This is an optimization exercise on Yosys and OpenROAD, whose aim is small area, not a production implementation. In this exercise RTL edits were held to simulation tests only and were not proved equivalent to the original.

## flow/design.v (module list and top-level ports; edited modules follow where they fit)
// module calc_mvd_cost: 640 lines
module calc_mvd_cost (
    input                       ap_clk,
    input                       ap_rst,
    input                       ap_start,
    input                       ap_ce,
    output logic                ap_done,
    output logic                ap_ready,
    output logic                ap_idle,
    input        [31:0]         x,
    input        [31:0]         y,
    input        [31:0]         mv_shift,
    input        [15:0]         mv_cand_0,
    input        [15:0]         mv_cand_1,
    input        [15:0]         mv_cand_2,
    input        [15:0]         mv_cand_3,
    output logic [63:0]         bitcost,
    output logic                bitcost_ap_vld,
    input        [63:0]         lambda_sqrt_integer_int64,
    input        [63:0]         lambda_sqrt_decimal_int64,
    output logic [63:0]         mvd_cost_int64,
    output logic                mvd_cost_int64_ap_vld
);
  // ...
==> flow/flow/run.sh <==
#!/bin/bash
set -euo pipefail
work=$(pwd)
mkdir -p custom
# ORFS's synth.tcl, with the ABC script swapped after the preamble sets it
sed 's|^source \$::env(SCRIPTS_DIR)/synth_preamble.tcl$|&\nset abc_args [lreplace $abc_args 1 1 '"$work"'/flow/abc_area_timing.script]|' \
    "$FLOW_HOME/scripts/synth.tcl" > custom/synth.tcl
grep -q abc_area_timing custom/synth.tcl
sed 's|^source \$::env(SCRIPTS_DIR)/synth.tcl$|source '"$work"'/custom/synth.tcl|' synth_recipe.tcl > custom/synth_recipe.tcl
grep -q custom/synth.tcl custom/synth_recipe.tcl
bash standard.sh SYNTH_SCRIPT="$work/custom/synth_recipe.tcl" SYNTH_ARGS=-noabc \
    "BUFFER_PORTS_ARGS=-buffer_cell sky130_fd_sc_hd__buf_1" finish > standard_flow.log 2>&1
==> flow/flow/abc_area_timing.script <==
&get -n
&st
&dch
&nf -R 1000
&put
buffer -c
topo
stime -c
upsize -c
dnsize -c
==> flow/standard.sh <==
#!/bin/bash
# synth_recipe.tcl (not shown) runs the flow's synth.tcl, then flattens the netlist and writes it again
# the make line also repeats each setting of config.mk as NAME=value (left out here)
make -C /OpenROAD-flow-scripts/flow DESIGN_CONFIG=/design/flow/config.mk WORK_HOME=/design/flow/orfs CLKGATE_MAP_FILE= SYNTH_SCRIPT=/design/flow/synth_recipe.tcl "${@:-finish}"
==> flow/config.mk <==
export PLATFORM = sky130hd
export DESIGN_NAME = calc_mvd_cost
export DESIGN_NICKNAME = calc_mvd_cost
export VERILOG_FILES = /design/flow/design.v
export SDC_FILE = /design/flow/constraint.sdc
export NUM_CORES = 4
export LEC_CHECK = 0
export CAP_MARGIN = 20
export CORE_MARGIN = 2
export CORE_UTILIZATION = 58
export CTS_CLUSTER_DIAMETER = 100
export CTS_CLUSTER_SIZE = 24
export PLACE_DENSITY = 0.78
export SLEW_MARGIN = 20
==> flow/constraint.sdc <==
create_clock -name core_clock -period 9.0 [get_ports {ap_clk}]
set_input_delay 1.8000 -clock core_clock [delete_from_list [all_inputs] [get_ports {ap_clk}]]
set_output_delay 1.8000 -clock core_clock [all_outputs]
set_load 0.01 [all_outputs]
==> flow_summary.yaml, run 1 <==
finish:
  flops_and_latches: 303
  utilization: 0.629
  final-nonclk-buf-share: 0.0517
  final_cell_area_um2: 27000
yosys:
  synth_area_um2: 25100
  synth_compound_area_frac: 0.107
  seq_area_frac_synth: 0.361
  synth_xor_area_frac: 0.112
  synth_most_common_cell: "edfxtp_1"
timing:
  timing.final.crit_share: 0.953
  post-route-min-period_ps: 8580
  setup_viol: 0
  drv_slew: 0
  fin_ws_ps: 422
floorplan:
  die-area_um2: 44900
  start_util: 0.585
global_routing:
  busiest_layer: "met2"
  antenna_found_initial: 1
  grt_overflow: 0
  use_met3: 0.0239
setup_path:
  cp_top_family: "adder cells"
  cp.required_ps: 9270
  r2r-start: "m2[2]$_DFFE_PP_"
  arrival_ps: 8850
  crit_slowest_cell: "fa_1"
  max_stage_delay_ps: 580
clocking:
  ctsLongestPathBuffers: 3
  cts-root-buf: "clkbuf_16"
  cts_tree: "built"
placed_design:
  dpl_cell_area_um2: 26500
min_path:
  holdPathStages: 0
run:
  drv_cap: 0
detailed_routing:
  num_vias: 17870
run_status:
  status: "complete, no violations"
==> run 2: changes to the inputs <==
--- a/flow/config.mk
+++ b/flow/config.mk
@@ -7,8 +7,8 @@
 export LEC_CHECK = 0
 export CAP_MARGIN = 20
 export CORE_MARGIN = 2
-export CORE_UTILIZATION = 58
+export CORE_UTILIZATION = 50
 export CTS_CLUSTER_DIAMETER = 100
 export CTS_CLUSTER_SIZE = 24
-export PLACE_DENSITY = 0.78
+export PLACE_DENSITY = 0.7
 export SLEW_MARGIN = 20
==> run 2 against run 1 <==
Net effect:
- die area increased by 16%
- clock skew rose by 1.9 ps
- maximum frequency increased by 1.3%
==> flow_summary.yaml, run 2 <==
yosys:
  synth_compound_area_frac: 0.107
  muxShareOfSynthArea: 0.0446
  synth_enable_flop_cells: 296
  synth_xor_area_frac: 0.112
  synthTopCellsByCount: "296 x edfxtp_1, 245 x xnor2_1, 200 x fa_1, 189 x nand2_1, 179 x nor2_1"
  synth_top_family_by_area: "adder cells"
  async_flop_share: 0.0231
  postSynthCellCount: 2290
  seq_area_frac_synth: 0.361
  yosysTopAreaCell: "edfxtp_1"
  synth_top_cell_area_share: 0.354
  yosys.area_share.adder: 0.211
  ys_top_cells_by_area: "edfxtp_1 35%, fa_1 16%, xnor2_1 8.6%"
  synth_most_common_cell: "edfxtp_1"
  synth_area_um2: 25100
  yosys.area_share.simple: 0.114
  synth_seq_cells: 303
  ys.flop_type: "edfxtp_1"
  syn_avg_cell_area_um2: 11.0
  ys.warnings.count: 1
  synthDistinctLibCells: 72
global_routing:
  grt_pass1_wl_mm: 91.2
  grt.total_usage: 0.214
  grt_max_degree: 184
  antenna_found_initial: 4
  grt_overflow: 0
  grt_pass1_vias: 18210
clocking:
  htree_num_levels: 1
  cts_tree: "built"
  cts_buffers: 16
  clk_pin_slew_ps: 100
  hold_buffers: 0
  ctsLongestPathBuffers: 3
  cts_sinks: 303
  clock_latency_ps: 530
  cts-root-buf: "clkbuf_16"
floorplan:
  start_util: 0.503
  placementRows: 82
  die_x_um: 228
  die-area_um2: 52000
  chipHeight_um: 228
  io_pins: 425
  core-area_um2: 49900
timing:
  tightest_slew_ps: 922
  skew_ps: 27.5
  setup_viol: 0
  finalSetupTns_ps: 0
  drv_slew: 0
  relSlewSlack: 0.386
  post-route-min-period_ps: 8470
  finalHoldViolations: 0
  timing.final.crit_share: 0.941
  fmax_mhz: 118
setup_path:
  r2r-start: "ca_h1[4]$_DFFE_PP_"
  cp.depth: 34
  cp_top_family: "adder cells"
  reg2regPathDepth: 34
  cp.required_ps: 9260
  crit_slowest_cell: "fa_1"
  worstSetupStartpoint: "ca_h1[4]$_DFFE_PP_"
  start_kind: "flip-flop"
  arrival_ps: 8720
  endpoint_kind: "flip-flop"
  crit_type: "flip-flop to flip-flop"
  cp_max_fo: 25
  max_stage_delay_ps: 550
  cp_num_buf_inv: 3
detailed_routing:
  num_vias: 17782
  remaining_drc_errors: 0
  wl_mm: 56.6
  via_per_inst: 5.55
  ant_nets: 0
  first_iter_violations: 1142
  first_pass_iters: 6
  wire_per_inst_um: 17.7
finish:
  fillers: 4405
  multi_input_area_um2: 15100
  reg_top3: "r3 (44), r4 (44), r5 (44)"
  drive_gt1_frac: 0.0625
  regArea_um2: 9060
  area_growth_pct: 8.07
  layout_common_cells: "296 x edfxtp_1, 273 x buf_1, 242 x xnor2_1"
  layout_commonest_cell: "edfxtp_1"
  utilization: 0.544
  final_nets: 3122
run:
  drv_cap: 0
run_status:
  status: "complete, no violations"
min_path:
  min_from: "r4[0]$_DFFE_PP_"
  holdPathStages: 0
  hold_path_class: "flip-flop to flip-flop"
placed_design:
  place_congestion: 0.911
  dp_hpwl_mm: 43.9
  port_buffers: 278
run 2: final timing paths:
path,endpoint,slack (ps)
worst max-delay path,p2[27]$_DFFE_PP_,530
worst min-delay path,r5[0]$_DFFE_PP_,410
worst max register to register,p2[27]$_DFFE_PP_,530
worst min register to register,r5[0]$_DFFE_PP_,410
max in group asynchronous,ap_idle_r$_DFFE_PP1P_,7580
min in group asynchronous,ap_done_r$_DFFE_PP0P_,1160
run 2: per-stage QoR:
| stage | area (um2) | cells | hold WS, ps | worst slack [ps] |
|---|---|---|---|---|
| 3_5_place_dp | 26600 | 3179 | 405 | 74.2 |
| 2_1_floorplan | 25400 | 2366 | 400 | 291 |
| 4_1_cts | 27100 | 3201 | 408 | 235 |
| 3_3_place_gp | 26600 | 3179 | 400 | 150 |
| 6_report | 27100 | 3203 | 409 | 534 |
| 5_1_grt | 27100 | 3202 | 426 | -57.4 |
run 2: layer usage:
metal	share of wire	up-vias	track usage
li1	-	8421	-
met1	0.39	8701	0.258
met2	0.52	546	0.394
met3	0.054	106	0.0273
met4	0.031	8	0.0711
met5	0.00083	-	0
run 2: cells by family after synthesis:
kind of cell               count (synthesis)
muxes                                    104
and+or+nand+nor                          604
AOI/OAI and AO/OA                        419
DFF                                      303
buffers and inverters                    238
xor gates and xnor gates                 316
other                                      2
adders and majority gates                304
run 2: layout make-up:
| type | instances | share of cell area |
|---|---|---|
| repair buffers | 325 | 0.0525 |
| well taps | 672 | 0.0310 |
| multi-input cells | 1825 | 0.558 |
| inverters | 55 | 0.00761 |
| clock buffers | 21 | 0.0162 |
| diodes | 1 | 0.0000923 |
| flip-flops and latches | 303 | 0.334 |
| clock inverters | 1 | 0.000415 |
run 2: repair_timing:
item | in CTS | in global routing
buffers inserted | 0 | 1
setup endpoints to repair | 0 | 12
resized for setup | 0 | 7
==> run 3: changes to the inputs <==
--- a/flow/config.mk
+++ b/flow/config.mk
@@ -8,7 +8,7 @@
 export CAP_MARGIN = 20
 export CORE_MARGIN = 2
 export CORE_UTILIZATION = 50
-export CTS_CLUSTER_DIAMETER = 100
-export CTS_CLUSTER_SIZE = 24
+export CTS_CLUSTER_DIAMETER = 120
+export CTS_CLUSTER_SIZE = 28
 export PLACE_DENSITY = 0.7
 export SLEW_MARGIN = 20
==> run 3 against run 2 <==
Net effect:
- still clean on timing, DRC and antenna
- routed wire length about the same
- setup slack improved by 11 ps
- utilization decreased by 0.11 points
- global-route usage about the same
- critical path depth unchanged
- cell area decreased by 0.20%
- flip-flop and latch count unchanged
- hold slack improved by 8.2 ps
- clock skew decreased by 1.3 ps
==> flow_summary.yaml, run 3 <==
run_status:
  status: "complete, no violations"
finish:
  drive_gt1_frac: 0.0617
  reg_top3: "r3 (44), r4 (44), r5 (44)"
  layout_common_cells: "296 x edfxtp_1, 273 x buf_1, 242 x xnor2_1"
  final_cell_area_um2: 27100
  final_nets: 3120
  area_growth_pct: 7.85
  layout_commonest_cell: "edfxtp_1"
  fin_cells: 3201
floorplan:
  placementRows: 82
  io_pins: 425
  die_x_um: 228
  core-area_um2: 49900
  start_util: 0.503
  die-area_um2: 52000
  chipHeight_um: 228
timing:
  skew_ps: 26.2
  tightest_slew_ps: 933
  post-route-min-period_ps: 8450
  fin_ws_ps: 545
  fmax_mhz: 118
  setup_viol: 0
  finalHoldViolations: 0
  relSlewSlack: 0.378
  drv_slew: 0
  timing.final.crit_share: 0.939
yosys:
  yosys.area_share.simple: 0.114
  synth_xor_area_frac: 0.112
  synth_top_family_by_area: "adder cells"
  synth_seq_cells: 303
  synth_area_um2: 25100
  async_flop_share: 0.0231
  yosys.area_share.adder: 0.211
  synth_enable_flop_cells: 296
  synthTopCellsByCount: "296 x edfxtp_1, 245 x xnor2_1, 200 x fa_1, 189 x nand2_1, 179 x nor2_1"
  synth_top_cell_area_share: 0.354
  postSynthCellCount: 2290
  ys_top_cells_by_area: "edfxtp_1 35%, fa_1 16%, xnor2_1 8.6%"
  syn_avg_cell_area_um2: 11.0
  yosysTopAreaCell: "edfxtp_1"
  synth_compound_area_frac: 0.107
  seq_area_frac_synth: 0.361
  ys.flop_type: "edfxtp_1"
  synthDistinctLibCells: 72
  ys.warnings.count: 1
  muxShareOfSynthArea: 0.0446
  synth_most_common_cell: "edfxtp_1"
clocking:
  clk_pin_slew_ps: 100
  htree_num_levels: 1
  cts_buffers: 14
  clock_latency_ps: 520
  cts_tree: "built"
  cts_sinks: 303
  cts-root-buf: "clkbuf_16"
  ctsLongestPathBuffers: 3
  hold_buffers: 0
setup_path:
  cp_num_buf_inv: 3
  cp_max_fo: 25
  start_kind: "flip-flop"
  crit_slowest_cell: "fa_1"
  cp.required_ps: 9260
  max_stage_delay_ps: 550
  crit_type: "flip-flop to flip-flop"
  arrival_ps: 8720
  cp_top_family: "adder cells"
  endpoint_kind: "flip-flop"
run:
  drv_cap: 0
global_routing:
  grt_overflow: 0
  use_met2: 0.393
  grt_max_degree: 184
  antenna_found_initial: 4
  grt_use_met1: 0.260
  grt.total_usage: 0.214
  use_met3: 0.0278
  grt_pass1_vias: 18170
  busiest_layer: "met2"
  grt_pass1_wl_mm: 91.1
detailed_routing:
  first_iter_violations: 1109
  num_vias: 17795
  first_pass_iters: 8
  via_per_inst: 5.56
  wire_per_inst_um: 17.7
  remaining_drc_errors: 0
  ant_nets: 0
  wl_mm: 56.6
placed_design:
  dpl_cell_area_um2: 26600
  place_congestion: 0.911
  dp_hpwl_mm: 43.9
  post-place-ws_ps: 74.2
  port_buffers: 278
  dpl.cell_count: 3179
min_path:
  hold_path_class: "flip-flop to flip-flop"
==> run 3: kinds of logic after synthesis <==
logic type	Yosys count
mux	104
compound gates	419
simple gates	604
fa+ha+maj	304
buf+inv	238
xor+xnor	316
other cells	2
flops	303
==> run 3: worst paths after layout <==
check	start	end	slack [ps]	cells past startpoint
setup reg to reg	ca_v1[4]$_DFFE_PP_	p2[27]$_DFFE_PP_	550	34
setup / recovery	ca_v1[4]$_DFFE_PP_	p2[27]$_DFFE_PP_	550	34
hold / removal	li1[23]$_DFFE_PP_	li2[23]$_DFFE_PP_	420	0
min in group asynchronous	ap_rst	ap_done_r$_DFFE_PP0P_	1170	2
max in group asynchronous	ap_rst	ap_idle_r$_DFFE_PP1P_	7570	2
hold reg to reg	li1[23]$_DFFE_PP_	li2[23]$_DFFE_PP_	420	0
==> run 3: worst register-to-register path, delay by kind of cell (launching register included) <==
family                   cells  cell delay (ps)
AO/OA/AOI/OAI               11             2080
AND/OR/NAND/NOR              8             1240
buffers and inverters        3              450
flip-flops                   1              430
XOR/XNOR                     3              510
multiplexers                 1              440
adder cells (fa/ha/maj)      8             3040
==> run 3: per-stage QoR <==
stage,utilization,hold slack [ps],TNS (ps)
global route,0.543,415,-57.3
CTS,0.542,410,0
floorplan,-,400,0
finish,0.543,417,0
global placement,0.534,400,0
detailed placement,0.534,405,0
==> run 3: per-layer routing <==
metal  vias to the layer above  share of wire
met3                       100          0.059
li1                       8419              -
met2                       588           0.52
met1                      8680           0.39
met4                         8          0.028
met5                         -        0.00083
==> run 3: repair_timing <==
item / CTS / global route
setup endpoints to repair: 0 / 12
resized for setup: 0 / 7
buffers inserted: 0 / 1
==> run 3: final cells by class <==
cell class              count  area, um2
inverters                  55        206
clock inverters             1       6.26
fillers                  4409      22800
well taps                 672        841
multi-input cells        1825      15100
flip-flops and latches    303       9060
repair buffers            325       1430
clock buffers              19        390
diodes                      1       2.50

## what the ideal ports hide
The flow's constraints put no driver on any port. The routed layouts listed below were extracted and timed again, unchanged, in two steps.
Step 1, drivers: a clkbuf_16 drives ap_clk and a buf_2 each remaining input, both assumed.
Step 2 adds t to the input delays and takes it off the output delays; t is the mean of the earliest and latest rising clock arrival at the registers after step 1. Input paths then give back, and output paths get back, about the clock's delay inside the block.
Three values: ideal ports, drivers, drivers and shift; two values: the first two.
| run | shift t [ns] | slack for setup (ns) | hold slack, ns | clock arrival spread, ns | worst slew at a driven data input, ns |
|---|---|---|---|---|---|
| run 1 | 0.568 | 0.422 / 0.422 / 0.037 | 0.396 / 0.396 / 0.396 | 0.033 / 0.033 | 0.13 |
| run 2 | 0.563 | 0.534 / 0.534 / 0.069 | 0.409 / 0.409 / 0.409 | 0.035 / 0.034 | 0.07 |
| run 3 | 0.556 | 0.545 / 0.545 / 0.040 | 0.417 / 0.417 / 0.417 | 0.032 / 0.032 | 0.07 |
After both steps setup and hold are still met in every run listed. The setup slack of run 3, which loses most, moves by 0.000 ns with the drivers and by -0.505 ns with both steps.
